Context: an optimization exercise on an open-source flow, tuned for small area. The choices shown serve that exercise and are no tape-out recipe. Function was checked by simulation only, so behaviour that the tests miss may differ from the original. The flow treats the clock pin as an ideal source, which a real chip does not have. Power and IR drop assume default switching activity.

==> run K <==
Design fifo, start of the top module:
module fifo (in,out,clk,rst,rd_en,wr_en,is_full,is_empty,x_dest,y_dest);
==> flow/config.mk <==
export PLATFORM = sky130hd
export DESIGN_NAME = fifo
export DESIGN_NICKNAME = fifo
export VERILOG_FILES = /design/flow/design.v
export SDC_FILE = /design/flow/constraint.sdc
export NUM_CORES = 4
export LEC_CHECK = 0
export CAP_MARGIN = 20
export CORE_MARGIN = 2
export CORE_UTILIZATION = 40
export SLEW_MARGIN = 20
==> flow/constraint.sdc <==
create_clock -name core_clock -period 8.0 [get_ports {clk}]
set_input_delay 1.6000 -clock core_clock [delete_from_list [all_inputs] [get_ports {clk}]]
set_output_delay 1.6000 -clock core_clock [all_outputs]
set_load 0.01 [all_outputs]
standard.sh (not shown) runs the stock make flow with config.mk's settings and CLKGATE_MAP_FILE= SYNTH_SCRIPT=/design/flow/synth_recipe.tcl, a recipe that flattens the netlist after the stock synthesis.
==> flow/flow/run.sh <==
#!/bin/bash
# The standard ORFS layout (standard.sh) with area-oriented changes:
#  - after floorplan, the combinational logic of the standard synthesis is
#    replaced by a hand-written gate-level mapping (handmap.tcl); the
#    registers are kept as synthesized
#  - before repair_design, every combinational cell takes its smallest
#    equivalent size (downsize.tcl); repair_design then fixes slew/cap
#  - ports are buffered with buf_1
#  - the clock tree uses clkbuf_4 leaf clusters and no dummy loads; after
#    placement, trial trees (cts_trial.tcl) pick the largest cluster size whose
#    estimated flip-flop clock-pin slew stays at or under 118 ps
# Each tool's full output goes to a log here: standard_place.log, cts_trial_N.log,
# standard.log; ORFS keeps each step's log under orfs/logs.
set -e
here=$(pwd)
export POST_FLOORPLAN_TCL=$here/flow/handmap.tcl
export PRE_RESIZE_TCL=$here/flow/downsize.tcl
export BUFFER_PORTS_ARGS="-buffer_cell sky130_fd_sc_hd__buf_1"
settings="CORE_UTILIZATION=80 SLEW_MARGIN=5 CAP_MARGIN=5"
bash standard.sh $settings place > standard_place.log 2>&1

res=$here/orfs/results/sky130hd/fifo/base
export TRIAL_LIB=$FLOW_HOME/platforms/sky130hd/lib/sky130_fd_sc_hd__tt_025C_1v80.lib
export TRIAL_ODB=$res/3_place.odb
export TRIAL_SDC=$res/3_place.sdc
export TRIAL_RC=$FLOW_HOME/platforms/sky130hd/setRC.tcl
export TRIAL_DONT_USE="sky130_fd_sc_hd__probe_p_8 sky130_fd_sc_hd__probec_p_8"
base="-sink_clustering_enable -repair_clock_nets -dont_use_dummy_load -buf_list {sky130_fd_sc_hd__clkbuf_4}"
best="$base -sink_clustering_size 9 -sink_clustering_max_diameter 50"
best_area=1000000
n=0
for cand in "13 60" "13 50" "12 70" "12 60" "12 50" "11 60" "11 50" "10 60" "10 50"; do
  set -- $cand
  n=$((n + 1))
  args="$base -sink_clustering_size $1 -sink_clustering_max_diameter $2"
  TRIAL_CTS_ARGS="$args" openroad -no_init -exit $here/flow/cts_trial.tcl > cts_trial_$n.log 2>&1 || continue
  line=$(grep '^TRIAL ' cts_trial_$n.log | tail -1 || true)
  area=$(echo "$line" | cut -d' ' -f2)
  slew=$(echo "$line" | cut -d' ' -f3)
  [[ -n "$slew" ]] || continue
  echo "trial $n: $args -> area $area slew $slew" >> cts_trials.txt
  if awk -v s="$slew" -v a="$area" -v b="$best_area" 'BEGIN { exit !(s <= 0.118 && a < b) }'; then
    best="$args"
    best_area=$area
  fi
done
echo "chosen: $best" >> cts_trials.txt
export CTS_ARGS="$best"
bash standard.sh $settings finish > standard.log 2>&1
Other scripts of this flow, unchanged in this note and not shown: flow/flow/cts_trial.tcl, flow/flow/downsize.tcl, flow/flow/handmap.tcl
==> run C (differences from run K) <==
--- a/flow/flow/run.sh
+++ b/flow/flow/run.sh
@@ -18,3 +18,3 @@
 export BUFFER_PORTS_ARGS="-buffer_cell sky130_fd_sc_hd__buf_1"
-settings="CORE_UTILIZATION=80 SLEW_MARGIN=5 CAP_MARGIN=5"
+settings="CORE_UTILIZATION=72 SLEW_MARGIN=5 CAP_MARGIN=5"
 bash standard.sh $settings place > standard_place.log 2>&1
==> run H (differences from run K) <==
--- a/flow/flow/run.sh
+++ b/flow/flow/run.sh
@@ -8,5 +8,6 @@
 #  - ports are buffered with buf_1
-#  - the clock tree uses clkbuf_4 leaf clusters and no dummy loads; after
-#    placement, trial trees (cts_trial.tcl) pick the largest cluster size whose
-#    estimated flip-flop clock-pin slew stays at or under 118 ps
+#  - the clock tree uses no dummy loads; after placement, trial trees
+#    (cts_trial.tcl) over a few buffer sizes and cluster sizes pick the one
+#    with the least buffer area whose estimated flip-flop clock-pin slew stays
+#    at or under 118 ps
 # Each tool's full output goes to a log here: standard_place.log, cts_trial_N.log,
@@ -18,3 +19,3 @@
 export BUFFER_PORTS_ARGS="-buffer_cell sky130_fd_sc_hd__buf_1"
-settings="CORE_UTILIZATION=80 SLEW_MARGIN=5 CAP_MARGIN=5"
+settings="CORE_UTILIZATION=72 SLEW_MARGIN=5 CAP_MARGIN=5"
 bash standard.sh $settings place > standard_place.log 2>&1
@@ -27,10 +28,11 @@
 export TRIAL_DONT_USE="sky130_fd_sc_hd__probe_p_8 sky130_fd_sc_hd__probec_p_8"
-base="-sink_clustering_enable -repair_clock_nets -dont_use_dummy_load -buf_list {sky130_fd_sc_hd__clkbuf_4}"
-best="$base -sink_clustering_size 9 -sink_clustering_max_diameter 50"
+base="-sink_clustering_enable -repair_clock_nets -dont_use_dummy_load"
+best="$base -buf_list {sky130_fd_sc_hd__clkbuf_4} -sink_clustering_size 9 -sink_clustering_max_diameter 50"
 best_area=1000000
 n=0
-for cand in "13 60" "13 50" "12 70" "12 60" "12 50" "11 60" "11 50" "10 60" "10 50"; do
+for cand in "4 13 60" "4 13 50" "4 12 70" "4 12 60" "4 12 50" "4 11 60" "4 11 50" "4 10 60" "4 10 50" \
+            "8 24 70" "8 22 60" "8 20 60" "8 20 50" "8 18 50" "2 7 40" "2 6 40" "2 6 30"; do
   set -- $cand
   n=$((n + 1))
-  args="$base -sink_clustering_size $1 -sink_clustering_max_diameter $2"
+  args="$base -buf_list {sky130_fd_sc_hd__clkbuf_$1} -sink_clustering_size $2 -sink_clustering_max_diameter $3"
   TRIAL_CTS_ARGS="$args" openroad -no_init -exit $here/flow/cts_trial.tcl > cts_trial_$n.log 2>&1 || continue
==> metrics.md <==
| Metric | Value |
|---|---|
| R2R Setup Slk | 6.16 ns |
| Final Critical Period | 4.34 ns |
| Tcrit/Tclk final | 0.543 |
| # rows | 49 |
| Global-route wire length before repair | 40900 µm |
| Comb group | 399 µW |
| Status | timing/DRC/antenna clean |
| Vias in the first global route | 8057 |
| Post-Route Skew | 0.0528 ns |
| Setup slack after layout | 3.66 ns |
-- figures above: run K

==> metrics.md <==
| Metric | Value |
|---|---|
| Tcrit/Tclk final | 0.545 |
| Post-place setup slack | 4.30 ns |
| Global-route wire length before repair | 40800 µm |
| Share of the synthesized area in the top cell type | 0.563 |
| Critical path origin | g_ch[4].ch.tail[1] |
| Hold endpoint | g_ch[0].ch.popped |
| Post-Route Skew | 0.0770 ns |
| R2R Setup Slk | 6.07 ns |
| Met2 usage | 0.418 |
| Status | timing/DRC/antenna clean |
| Vias in the first global route | 8068 |
| DR vias/cell | 6.23 |
| Setup slack after layout | 3.64 ns |
| Delay-heaviest family, CP | compound AO/OA/AOI/OAI gates |
-- figures above: run C

==> metrics.md <==
| Metric | Value |
|---|---|
| CP cell instances | inv_1 > nand2_1 > o22a_1 > o22ai_1 > nor3_1 > buf_1 |
| Gpl congestion | 0.822 |
| Nets | 1091 |
| Inverters, non-clock | 36 |
| Die Span X | 148 µm |
| Comb group | 400 µW |
| Post-Syn Instances | 1118 |
| Total congestion overflow | 0 |
| R2R Setup Slk | 6.07 ns |
| Tcrit/Tclk final | 0.545 |
| Clk pwr | 658 µW |
| Global-route wire length before repair | 40800 µm |
| Post-Route Skew | 0.0770 ns |
| Finished Cell Area | 13200 µm² |
| Final Critical Period | 4.36 ns |
| Status | timing/DRC/antenna clean |
| # rows | 52 |
-- figures above: run H


========
==> inputs of run a <==
==> flow/design.v <==
`timescale 1ns/100ps
module sync_fifo (in,out,clk,rst,is_full,is_empty,rd_en,wr_en,x_dest,y_dest);
	parameter depth=4, data_width=8,nbit=$clog2(depth),addr_width=3;
	input [(data_width+2*addr_width)-1:0] in;
	output [addr_width-1:0] x_dest;
	output [addr_width-1:0] y_dest;
	output logic [(data_width+2*addr_width)-1:0] out;
	input clk;
	input rst;
	output logic is_full;
	output logic is_empty;
	input rd_en;
	input wr_en;
	reg [depth-1:0] [(data_width+2*addr_width)-1:0] mem;
	reg [depth-1:0] count;
	reg [nbit-1:0] head;
	reg [nbit-1:0] tail;
	assign x_dest = mem[tail][data_width+addr_width-1:data_width];
	assign y_dest = mem[tail][data_width+2*addr_width-1: data_width+addr_width];
	always @(posedge clk) begin
		if(rst) begin
			out <= '0;
		end
		else begin
			out <= mem[tail];
		end
	end
	always @(posedge clk) begin
		if (rst==0) begin
			if (wr_en==1 && is_full==0)
				mem[head] <= in;
		end
	end
	always @(posedge clk) begin
		if (rst) begin
			head <= 0;
		end
		else begin
			if (wr_en==1 && is_full==0) begin
				head <= head+1;
			end
		end
	end
	always @(posedge clk) begin
		if (rst) begin
			tail <= 0;
		end
		else begin
			if (rd_en==1 && is_empty==0) begin
				tail <= tail+1;
			end
		end
	end
	always @(posedge clk) begin
	   if (rst) begin
	      count <= 0;
	   end
	   else begin
	      unique case ({rd_en,wr_en})
	         2'b00: count <= count;
	         2'b01: if(!is_full)
						count <= count + 1;
	         2'b10: if(!is_empty)
						count <= count - 1;
	         2'b11: if(is_empty)
						count <= count + 1;
					else if(is_full)
						count <= count - 1;
					else
						count <= count;
	      endcase
	   end
	end
	always @(count) begin
	  	if (count == 0)
			is_empty = 1'b1;
		else
			is_empty = 1'b0;
	end
	always @(count) begin
		if (count < depth)
			is_full = 1'b0;
		else	
			is_full = 1'b1;
	end
endmodule
module fifo (in,out,clk,rst,rd_en,wr_en,is_full,is_empty,x_dest,y_dest);
	parameter n_input=5, data_width=8, addr_width=3;
	input [n_input*(data_width+2*addr_width)-1:0] in;
	input [n_input-1:0] rd_en;
	input [n_input-1:0] wr_en;
	input clk;
	input rst;
	output [n_input*(data_width+2*addr_width)-1:0] out;
	output [n_input-1:0] is_full;
	output [n_input-1:0] is_empty;
	output [n_input*addr_width-1:0] x_dest;
	output [n_input*addr_width-1:0] y_dest;
	localparam W = data_width+2*addr_width;
	sync_fifo fifo_0 (.in(in[0*W +: W]),.out(out[0*W +: W]),.clk(clk),.rst(rst),.is_full(is_full[0]),.is_empty(is_empty[0]),.rd_en(rd_en[0]),.wr_en(wr_en[0]),.x_dest(x_dest[0*addr_width +: addr_width]),.y_dest(y_dest[0*addr_width +: addr_width]));
	sync_fifo fifo_1 (.in(in[1*W +: W]),.out(out[1*W +: W]),.clk(clk),.rst(rst),.is_full(is_full[1]),.is_empty(is_empty[1]),.rd_en(rd_en[1]),.wr_en(wr_en[1]),.x_dest(x_dest[1*addr_width +: addr_width]),.y_dest(y_dest[1*addr_width +: addr_width]));
	sync_fifo fifo_2 (.in(in[2*W +: W]),.out(out[2*W +: W]),.clk(clk),.rst(rst),.is_full(is_full[2]),.is_empty(is_empty[2]),.rd_en(rd_en[2]),.wr_en(wr_en[2]),.x_dest(x_dest[2*addr_width +: addr_width]),.y_dest(y_dest[2*addr_width +: addr_width]));
	sync_fifo fifo_3 (.in(in[3*W +: W]),.out(out[3*W +: W]),.clk(clk),.rst(rst),.is_full(is_full[3]),.is_empty(is_empty[3]),.rd_en(rd_en[3]),.wr_en(wr_en[3]),.x_dest(x_dest[3*addr_width +: addr_width]),.y_dest(y_dest[3*addr_width +: addr_width]));
	sync_fifo fifo_4 (.in(in[4*W +: W]),.out(out[4*W +: W]),.clk(clk),.rst(rst),.is_full(is_full[4]),.is_empty(is_empty[4]),.rd_en(rd_en[4]),.wr_en(wr_en[4]),.x_dest(x_dest[4*addr_width +: addr_width]),.y_dest(y_dest[4*addr_width +: addr_width]));
endmodule
==> flow/run.sh <==
#!/bin/bash
# synth_recipe.tcl (not shown) runs the flow's synth.tcl, then flattens the netlist and writes it again
# the make line also repeats each setting of config.mk as NAME=value (left out here)
make -C /OpenROAD-flow-scripts/flow DESIGN_CONFIG=/design/flow/config.mk WORK_HOME=/design/flow/orfs CLKGATE_MAP_FILE= SYNTH_SCRIPT=/design/flow/synth_recipe.tcl finish
==> flow/config.mk <==
export PLATFORM = sky130hd
export DESIGN_NAME = fifo
export DESIGN_NICKNAME = fifo
export VERILOG_FILES = /design/flow/design.v
export SDC_FILE = /design/flow/constraint.sdc
export NUM_CORES = 4
export LEC_CHECK = 0
export CAP_MARGIN = 20
export CORE_MARGIN = 2
export CORE_UTILIZATION = 40
export SLEW_MARGIN = 20
==> flow/constraint.sdc <==
create_clock -name core_clock -period 8.0 [get_ports {clk}]
set_input_delay 1.6000 -clock core_clock [delete_from_list [all_inputs] [get_ports {clk}]]
set_output_delay 1.6000 -clock core_clock [all_outputs]
set_load 0.01 [all_outputs]
==> inputs of run b, as changes to run a <==
==> flow/design.v, changed modules only <==
module sync_fifo (in,out,clk,rst,is_full,is_empty,rd_en,wr_en,x_dest,y_dest);
	parameter depth=4, data_width=8,nbit=$clog2(depth),addr_width=3;
	localparam W = data_width+2*addr_width;
	input [W-1:0] in;
	output [addr_width-1:0] x_dest;
	output [addr_width-1:0] y_dest;
	output [W-1:0] out;
	input clk;
	input rst;
	output reg is_full;
	output reg is_empty;
	input rd_en;
	input wr_en;
	reg [W-1:0] mem [0:depth-1];
	reg [1:0] head;
	reg [1:0] tail;
	reg [3:0] prv;
	wire wa = wr_en & ~is_full;
	wire ra = rd_en & ~is_empty;
	wire [1:0] head_inc = {head[0], ~head[1]};
	wire [1:0] tail_inc = {tail[0], ~tail[1]};
	wire [3:0] front = {tail == 2'b10, tail == 2'b11, tail == 2'b01, tail == 2'b00};
	wire [3:0] wslot = {head == 2'b10, head == 2'b11, head == 2'b01, head == 2'b00};
	genvar k;
	generate for (k = 0; k < 4; k = k + 1) begin : g_slot
		always @(posedge clk)
			if (wa && wslot[k])
				mem[k] <= in;
	end endgenerate
	wire [W-1:0] head_flit;
	assign head_flit = ({W{front[0]}} & mem[0]) | ({W{front[1]}} & mem[1]) |
	                   ({W{front[2]}} & mem[2]) | ({W{front[3]}} & mem[3]);
	assign out = ({W{prv[0]}} & mem[0]) | ({W{prv[1]}} & mem[1]) |
	             ({W{prv[2]}} & mem[2]) | ({W{prv[3]}} & mem[3]);
	assign x_dest = head_flit[data_width+addr_width-1:data_width];
	assign y_dest = head_flit[W-1:data_width+addr_width];
	always @(posedge clk) begin
		if (rst) begin
			head <= 2'b00;
			tail <= 2'b00;
			prv <= 4'b0000;
			is_empty <= 1'b1;
			is_full <= 1'b0;
		end
		else begin
			prv <= front;
			if (wa)
				head <= head_inc;
			if (ra)
				tail <= tail_inc;
			if (wa && !ra) begin
				is_empty <= 1'b0;
				is_full <= (head_inc == tail);
			end
			else if (ra && !wa) begin
				is_full <= 1'b0;
				is_empty <= (tail_inc == head);
			end
		end
	end
endmodule
module fifo (in,out,clk,rst,rd_en,wr_en,is_full,is_empty,x_dest,y_dest);
	parameter n_input=5, data_width=8, addr_width=3;
	input [n_input*(data_width+2*addr_width)-1:0] in;
	input [n_input-1:0] rd_en;
	input [n_input-1:0] wr_en;
	input clk;
	input rst;
	output [n_input*(data_width+2*addr_width)-1:0] out;
	output [n_input-1:0] is_full;
	output [n_input-1:0] is_empty;
	output [n_input*addr_width-1:0] x_dest;
	output [n_input*addr_width-1:0] y_dest;
	localparam W = data_width+2*addr_width;
	genvar i;
	generate for (i = 0; i < n_input; i = i + 1) begin : g_ch
		sync_fifo ch (.in(in[i*W +: W]),.out(out[i*W +: W]),.clk(clk),.rst(rst),.is_full(is_full[i]),.is_empty(is_empty[i]),.rd_en(rd_en[i]),.wr_en(wr_en[i]),.x_dest(x_dest[i*addr_width +: addr_width]),.y_dest(y_dest[i*addr_width +: addr_width]));
	end endgenerate
endmodule
==> flow/flow/run.sh (new file) <==
#!/bin/bash
# Standard ORFS layout, with the port buffers and the clock tree built from
# small cells.
set -e
export BUFFER_PORTS_ARGS="-buffer_cell sky130_fd_sc_hd__buf_1"
export CTS_ARGS="-sink_clustering_enable -repair_clock_nets -dont_use_dummy_load -buf_list {sky130_fd_sc_hd__clkbuf_4} -sink_clustering_size 10 -sink_clustering_max_diameter 60"
bash standard.sh CORE_UTILIZATION=65 finish > standard.log 2>&1
==> flow/standard.sh (new file) <==
#!/bin/bash
# synth_recipe.tcl (not shown) runs the flow's synth.tcl, then flattens the netlist and writes it again
# the make line also repeats each setting of config.mk as NAME=value (left out here)
make -C /OpenROAD-flow-scripts/flow DESIGN_CONFIG=/design/flow/config.mk WORK_HOME=/design/flow/orfs CLKGATE_MAP_FILE= SYNTH_SCRIPT=/design/flow/synth_recipe.tcl "${@:-finish}"
removed: flow/run.sh
==> inputs of run c, as changes to run a <==
==> flow/design.v, changed modules only <==
module sync_fifo (in,out,clk,rst,is_full,is_empty,rd_en,wr_en,x_dest,y_dest);
	parameter depth=4, data_width=8,nbit=$clog2(depth),addr_width=3;
	localparam W = data_width+2*addr_width;
	input [W-1:0] in;
	output [addr_width-1:0] x_dest;
	output [addr_width-1:0] y_dest;
	output [W-1:0] out;
	input clk;
	input rst;
	output reg is_full;
	output reg is_empty;
	input rd_en;
	input wr_en;
	reg [W-1:0] mem [0:depth-1];
	reg [1:0] head;
	reg [1:0] tail;
	reg [3:0] prv;
	wire wa = wr_en & ~is_full;
	wire ra = rd_en & ~is_empty;
	wire [1:0] head_inc = {head[0], ~head[1]};
	wire [1:0] tail_inc = {tail[0], ~tail[1]};
	wire [3:0] front = {tail == 2'b10, tail == 2'b11, tail == 2'b01, tail == 2'b00};
	wire [3:0] wslot = {head == 2'b10, head == 2'b11, head == 2'b01, head == 2'b00};
	genvar k;
	generate for (k = 0; k < 4; k = k + 1) begin : g_slot
		always @(posedge clk)
			if (wa && wslot[k])
				mem[k] <= in;
	end endgenerate
	wire [W-1:0] head_flit;
	assign head_flit = ({W{front[0]}} & mem[0]) | ({W{front[1]}} & mem[1]) |
	                   ({W{front[2]}} & mem[2]) | ({W{front[3]}} & mem[3]);
	assign out = ({W{prv[0]}} & mem[0]) | ({W{prv[1]}} & mem[1]) |
	             ({W{prv[2]}} & mem[2]) | ({W{prv[3]}} & mem[3]);
	assign x_dest = head_flit[data_width+addr_width-1:data_width];
	assign y_dest = head_flit[W-1:data_width+addr_width];
	always @(posedge clk) begin
		if (rst) begin
			head <= 2'b00;
			tail <= 2'b00;
			prv <= 4'b0000;
			is_empty <= 1'b1;
			is_full <= 1'b0;
		end
		else begin
			prv <= front;
			if (wa)
				head <= head_inc;
			if (ra)
				tail <= tail_inc;
			if (wa && !ra) begin
				is_empty <= 1'b0;
				is_full <= (head_inc == tail);
			end
			else if (ra && !wa) begin
				is_full <= 1'b0;
				is_empty <= (tail_inc == head);
			end
		end
	end
endmodule
module fifo (in,out,clk,rst,rd_en,wr_en,is_full,is_empty,x_dest,y_dest);
	parameter n_input=5, data_width=8, addr_width=3;
	input [n_input*(data_width+2*addr_width)-1:0] in;
	input [n_input-1:0] rd_en;
	input [n_input-1:0] wr_en;
	input clk;
	input rst;
	output [n_input*(data_width+2*addr_width)-1:0] out;
	output [n_input-1:0] is_full;
	output [n_input-1:0] is_empty;
	output [n_input*addr_width-1:0] x_dest;
	output [n_input*addr_width-1:0] y_dest;
	localparam W = data_width+2*addr_width;
	genvar i;
	generate for (i = 0; i < n_input; i = i + 1) begin : g_ch
		sync_fifo ch (.in(in[i*W +: W]),.out(out[i*W +: W]),.clk(clk),.rst(rst),.is_full(is_full[i]),.is_empty(is_empty[i]),.rd_en(rd_en[i]),.wr_en(wr_en[i]),.x_dest(x_dest[i*addr_width +: addr_width]),.y_dest(y_dest[i*addr_width +: addr_width]));
	end endgenerate
endmodule
==> qor summary <==
	run b	run c	run a
Result of the run	finished clean	finished clean	finished clean
Biggest fanout along the worst timing path	13	13	38
Max Clock Skew	0.0136 ns	0.0106 ns	0.0135 ns
Leakage	4.60 nW	5.46 nW	9.93 nW
Maximum vdd ir drop	0.000152 V	0.000163 V	0.000265 V
Number of inserted diodes	2	0	1
Number of placed instances with taps included	1181	1320	2970
Hold-critical path endpoint	g_ch[1].ch.is_full	g_ch[2].ch.is_full	fifo_2.head[1]
Design Area, Final	13900 um2	16000 um2	27500 um2
Die H	144 um	182 um	247 um
Total Die Area	20600 um2	33200 um2	61000 um2
Simple-Gate Fraction of Synth Area	6.37%	6.37%	11.7%
Final core utilization	71.9%	51.1%	46.9%
Number of non-clock inverters in the layout	3	3	234
Multi-input gate area	3060 um2	3050 um2	11500 um2
Total wire length	25.5 mm	27.5 mm	65.8 mm

## afterwards: timing with drivers on the ports
In the flow no input, the clock included, has a driving cell. The finished layouts below were timed again as built, in two steps. Step 1 sets driving cells, clkbuf_16 on the clock port and buf_2 on the other inputs (assumed; they add their load-dependent delay and slew). Step 2, shift: input delay + t, output delay - t, t = (earliest + latest rising clock arrival at the registers) / 2. This alone moves slack from input paths to output paths. Three values: ideal, step 1, step 2; two values: the first two.
| run | t, ns | setup WS [ns] | worst slew at a driven data input, ns | cell pins on the clock port's net |
|---|---|---|---|---|
| run K of note 1 | 0.639 | 3.658 / 3.622 / 4.260 | 0.08 | 1 |
| run C of note 1 | 0.635 | 3.640 / 3.601 / 4.236 | 0.09 | 1 |
| run H of note 1 | 0.635 | 3.640 / 3.601 / 4.236 | 0.09 | 1 |
| run a of note 2 | 0.635 | 1.422 / 1.364 / 2.000 | 0.05 | 1 |
| run b of note 2 | 0.664 | 4.116 / 4.075 / 4.739 | 0.08 | 1 |
| run c of note 2 | 0.548 | 3.917 / 3.870 / 4.388 | 0.06 | 1 |
After both steps setup and hold are still met in every run listed.
